What follows belongs to an exercise in optimizing a design on an open flow for small area, a short achievable clock period and few clock cycles per item; a production flow would make more cautious choices.
Only simulation tests tie the RTL to the original design; equivalence was not proved.

==> run a: inputs <==
## ntt_core
module ntt_core #(
    parameter WIDTH = 24
)(
    input  wire          clk,
    input  wire          rst_n,
    input  wire          start,
    output reg           done,
    output reg  [7:0]    ram_addr_a,
    output reg           ram_we_a,
    output wire [WIDTH-1:0] ram_wdata_a,
    input  wire [WIDTH-1:0] ram_rdata_a,
    output reg  [7:0]    ram_addr_b,
    output reg           ram_we_b,
    output wire [WIDTH-1:0] ram_wdata_b,
    input  wire [WIDTH-1:0] ram_rdata_b
);
==> module mont_mul, before the edit <==
module mont_mul (
    input  wire        clk,
    input  wire [22:0] a,
    input  wire [35:0] bd,       
    output reg  [22:0] res
);
    localparam [23:0] Q = 24'd8380417;
    localparam [45:0] K = 46'h2AAAAB000000;
    wire [45:0] row [0:12];
    wire [11:0] neg;
    genvar i;
    generate
        for (i = 0; i < 12; i = i + 1) begin : g_pp
            wire one = bd[i];
            wire two = bd[12+i];
            wire [23:0] mag = ({24{one}} & {1'b0, a}) | ({24{two}} & {a, 1'b0});
            wire [23:0] y = mag ^ {24{neg[i]}};
            wire [24:0] r = {~neg[i], y};
            assign neg[i] = bd[24+i];
            if (i == 0) begin : g_r0
                assign row[i] = {21'd0, r};
            end else begin : g_ri
                wire [46+2*i:0] sh = {21'd0, r, 1'b0, neg[i-1], {(2*i-2){1'b0}}};
                assign row[i] = sh[45:0];
            end
        end
    endgenerate
    assign row[12] = K | ({45'd0, neg[11]} << 22);
    function [91:0] csa(input [45:0] x, input [45:0] y, input [45:0] z);
        reg [45:0] s, c;
        begin
            s = x ^ y ^ z;
            c = (x & y) | (x & z) | (y & z);
            csa = {s, c[44:0], 1'b0};
        end
    endfunction
    wire [91:0] l1a = csa(row[0], row[1], row[2]);
    wire [91:0] l1b = csa(row[3], row[4], row[5]);
    wire [91:0] l1c = csa(row[6], row[7], row[8]);
    wire [91:0] l1d = csa(row[9], row[10], row[11]);
    wire [91:0] l2a = csa(l1a[91:46], l1a[45:0], l1b[91:46]);
    wire [91:0] l2b = csa(l1b[45:0], l1c[91:46], l1c[45:0]);
    wire [91:0] l2c = csa(l1d[91:46], l1d[45:0], row[12]);
    wire [91:0] l3a = csa(l2a[91:46], l2a[45:0], l2b[91:46]);
    wire [91:0] l3b = csa(l2b[45:0], l2c[91:46], l2c[45:0]);
    wire [91:0] l4a = csa(l3a[91:46], l3a[45:0], l3b[91:46]);
    wire [91:0] l5a = csa(l4a[91:46], l4a[45:0], l3b[45:0]);
    reg [45:0] ps, pc;
    always @(posedge clk) begin
        ps <= l5a[91:46];
        pc <= l5a[45:0];
    end
    wire [45:0] p   = ps + pc;
    wire [22:0] lo  = p[22:0];
    wire [10:0] shc = {1'b0, lo[22:13]} + {1'b0, lo[9:0]};
    reg [22:0] hi_r, s_r;
    reg        e_r;
    always @(posedge clk) begin
        hi_r <= p[45:23];
        s_r  <= {shc[9:0], lo[12:0]};
        e_r  <= shc[10] & (lo[9:0] != 10'd0);
    end
    function [49:0] csa25(input [24:0] x, input [24:0] y, input [24:0] z);
        reg [24:0] c;
        begin
            c = (x & y) | (x & z) | (y & z);
            csa25 = {x ^ y ^ z, c[23:0], 1'b0};
        end
    endfunction
    wire [49:0] u1 = csa25({2'd0, hi_r}, {12'd0, s_r[22:10]}, ~{2'd0, s_r});
    wire [49:0] u2 = csa25(u1[49:25], u1[24:0], {23'd0, e_r, ~e_r});
    wire [49:0] v1 = csa25(u2[49:25], u2[24:0], {2'd0, Q[22:0]});
    wire [24:0] u  = u2[49:25] + u2[24:0];
    wire [24:0] v  = v1[49:25] + v1[24:0];
    always @(posedge clk) res <= u[24] ? v[22:0] : u[22:0];
endmodule
==> flow/config.mk <==
export PLATFORM = sky130hd
export DESIGN_NAME = ntt_core
export DESIGN_NICKNAME = ntt_core
export VERILOG_FILES = /design/flow/design.v
export SDC_FILE = /design/flow/constraint.sdc
export NUM_CORES = 4
export LEC_CHECK = 0
export CAP_MARGIN = 20
export CORE_MARGIN = 2
export CORE_UTILIZATION = 60
export PLACE_DENSITY = 0.75
export SLEW_MARGIN = 20
==> flow/constraint.sdc <==
create_clock -name core_clock -period 10.0 [get_ports {clk}]
set_input_delay 2.0000 -clock core_clock [delete_from_list [all_inputs] [get_ports {clk}]]
set_output_delay 2.0000 -clock core_clock [all_outputs]
set_load 0.01 [all_outputs]
standard.sh (not shown) runs the stock make flow with config.mk's settings and CLKGATE_MAP_FILE= SYNTH_SCRIPT=/design/flow/synth_recipe.tcl, a recipe that flattens the netlist after the stock synthesis.
==> flow/flow/run.sh <==
#!/bin/bash
# The standard layout (the standard.sh: standard synthesis, floorplan, place,
# CTS, route, finish), with the repair steps aiming at a setup slack margin of
# 6.3 ns instead of 0, so that they also work on paths shorter than the clock
# period. The constraints (constraint.sdc) are unchanged.
set -euo pipefail
bash standard.sh SETUP_SLACK_MARGIN=6.3 finish > standard.log 2>&1
==> run b (differences from run a) <==
--- a/flow/design.v
+++ b/flow/design.v
@@ -393,9 +393,9 @@
     endfunction
     wire [49:0] u1 = csa25({2'd0, hi_r}, {12'd0, s_r[22:10]}, ~{2'd0, s_r});
-    wire [49:0] u2 = csa25(u1[49:25], u1[24:0], {23'd0, e_r, ~e_r});
-    wire [49:0] v1 = csa25(u2[49:25], u2[24:0], {2'd0, Q[22:0]});
-    wire [24:0] u  = u2[49:25] + u2[24:0];
-    wire [24:0] v  = v1[49:25] + v1[24:0];
-    always @(posedge clk) res <= u[24] ? v[22:0] : u[22:0];
+    wire [24:0] uc = {u1[24:1], e_r};
+    wire [49:0] v1 = csa25(u1[49:25], uc, {2'd0, Q[22:0]});
+    wire [25:0] u  = {u1[49:25], 1'b1} + {uc, 1'b1};
+    wire [25:0] v  = {v1[49:25], 1'b1} + {v1[24:0], 1'b1};
+    always @(posedge clk) res <= u[25] ? v[23:1] : u[23:1];
 endmodule
 `timescale 1ns / 1ps
==> flow/flow/run.sh (replaced) <==
#!/bin/bash
# The standard layout (the standard.sh: standard synthesis, floorplan, place,
# CTS, route, finish), with the repair steps aiming at a setup slack margin of
# 6.5 ns instead of 0, so that they also work on paths shorter than the clock
# period. The constraints (constraint.sdc) are unchanged.
set -euo pipefail
bash standard.sh SETUP_SLACK_MARGIN=6.5 finish > standard.log 2>&1
--- a/flow/config.mk
+++ b/flow/config.mk
@@ -8,5 +8,5 @@
 export CAP_MARGIN = 20
 export CORE_MARGIN = 2
-export CORE_UTILIZATION = 60
-export PLACE_DENSITY = 0.75
+export CORE_UTILIZATION = 40
+export PLACE_DENSITY = 0.6
 export SLEW_MARGIN = 20
==> run c (differences from run a) <==
==> flow/run.sh (new file) <==
#!/bin/bash
# synth_recipe.tcl (not shown) runs the flow's synth.tcl, then flattens the netlist and writes it again
# the make line also repeats each setting of config.mk as NAME=value (left out here)
make -C /OpenROAD-flow-scripts/flow DESIGN_CONFIG=/design/flow/config.mk WORK_HOME=/design/flow/orfs CLKGATE_MAP_FILE= SYNTH_SCRIPT=/design/flow/synth_recipe.tcl finish
--- a/flow/config.mk
+++ b/flow/config.mk
@@ -8,5 +8,6 @@
 export CAP_MARGIN = 20
 export CORE_MARGIN = 2
-export CORE_UTILIZATION = 60
-export PLACE_DENSITY = 0.75
+export CORE_UTILIZATION = 40
+export PLACE_DENSITY = 0.6
+export SETUP_SLACK_MARGIN = 5
 export SLEW_MARGIN = 20
removed: flow/flow/run.sh
removed: flow/standard.sh
==> notes <==
Via count: run a > run b > run c. In run b the synthesized cell count is smaller than in run a, by about 1%. Final area: run c < run a < run b. Against run a, the hold slack of run b is better by 0.015 ns. In run c the first-iteration DRC count is lower than in run a, by 30%. In run c the die area is larger than in run b, by about 0.5%. The lowest critical path depth belongs to run c, the highest to run a. The lowest maximum frequency belongs to run c, the highest to run b. In sequential cell count, run b and run c do not differ. The highest cell count belongs to run b, the lowest to run a.
==> figures <==
                                                                           run b                    run a                    run c
Outcome                                                  complete, no violations  complete, no violations  complete, no violations
Termination of the worst setup path                         u_rom.bd[11]$_DFF_P_    u_mul.res[19]$_DFF_P_     u_rom.bd[19]$_DFF_P_
Final RePlAce weighted congestion                                           1.06                     1.09                     1.04
Comb_multi_in                                                              3,778                    3,811                    3,808
Layout filler cell count                                                  10,300                    5,527                   11,400
Synth cell types                                                             101                       99                       99
Total via count in the routed design                                      43,900                   44,900                   41,100
Total of cells resized after clock tree synthesis                            821                      410                       17
Worst hold endpoint                                            H2b[11]$_DFFE_PP_     u_mul.s_r[4]$_DFF_P_     u_mul.s_r[2]$_DFF_P_
Worst reg-to-reg setup slack                                             6.22 ns                  5.89 ns                  4.87 ns
Routed wire per std cell                                                 27.7 um                  29.0 um                  25.8 um
Average footprint of a synthesized cell                                 8.94 um2                 8.89 um2                 8.89 um2
Routed wire length on met3                                             21,900 um                26,600 um                17,100 um
Global Route Usage Sum                                                     30.3%                    43.4%                    28.2%
Endpoint of the lowest-slack register-to-register path      u_rom.bd[11]$_DFF_P_    u_mul.res[19]$_DFF_P_     u_rom.bd[19]$_DFF_P_
Via count of the first global-routing pass                                42,000                   41,800                   39,400
Inserted tap cell count                                                    1,524                    1,040                    1,524
Post-place setup slack                                                   4.74 ns                  4.37 ns                  4.46 ns
Final design area excluding fillers                                   59,500 um2               56,300 um2               51,700 um2
Slowest cell on crit path                               sky130_fd_sc_hd__nand2_1    sky130_fd_sc_hd__fa_1  sky130_fd_sc_hd__nor2_2
Testbench counts of run a, summed over its fixed seeds: cycles 24,912, transforms 24.
Testbench counts of run b, summed over its fixed seeds: cycles 24,912, transforms 24.
Testbench counts of run c, summed over its fixed seeds: cycles 24,912, transforms 24.

==> re-timing with driven ports <==
The results above use ideal ports. As a check the final layouts listed here were re-extracted and re-timed, cells and wires unchanged. Step 1 (the two cells are an assumption about what drives the block):
set clk [get_ports {clk}]
set_driving_cell -lib_cell sky130_fd_sc_hd__clkbuf_16 $clk
set_driving_cell -lib_cell sky130_fd_sc_hd__buf_2 [delete_from_list [all_inputs] $clk]
Step 2 moves the port delays by t, midway between the first and last clock arrival at a register: inputs arrive t later, outputs are due t later. That takes back most of the time a late clock gives input paths. Three values: ideal, step 1, step 2; two values: the first two.
run | shift t [ns] | setup WS [ns] | worst hold slack (ns) | worst data-port slew with drivers (ns)
run a | 0.707 | 5.890 / 5.890 / 5.890 | 0.393 / 0.393 / 0.393 | 0.07
run b | 0.718 | 6.220 / 6.220 / 6.220 | 0.409 / 0.409 / 0.409 | 0.08
run c | 0.729 | 4.872 / 4.872 / 4.872 | 0.384 / 0.384 / 0.384 | 0.08
After both steps setup and hold are still met in every run listed.
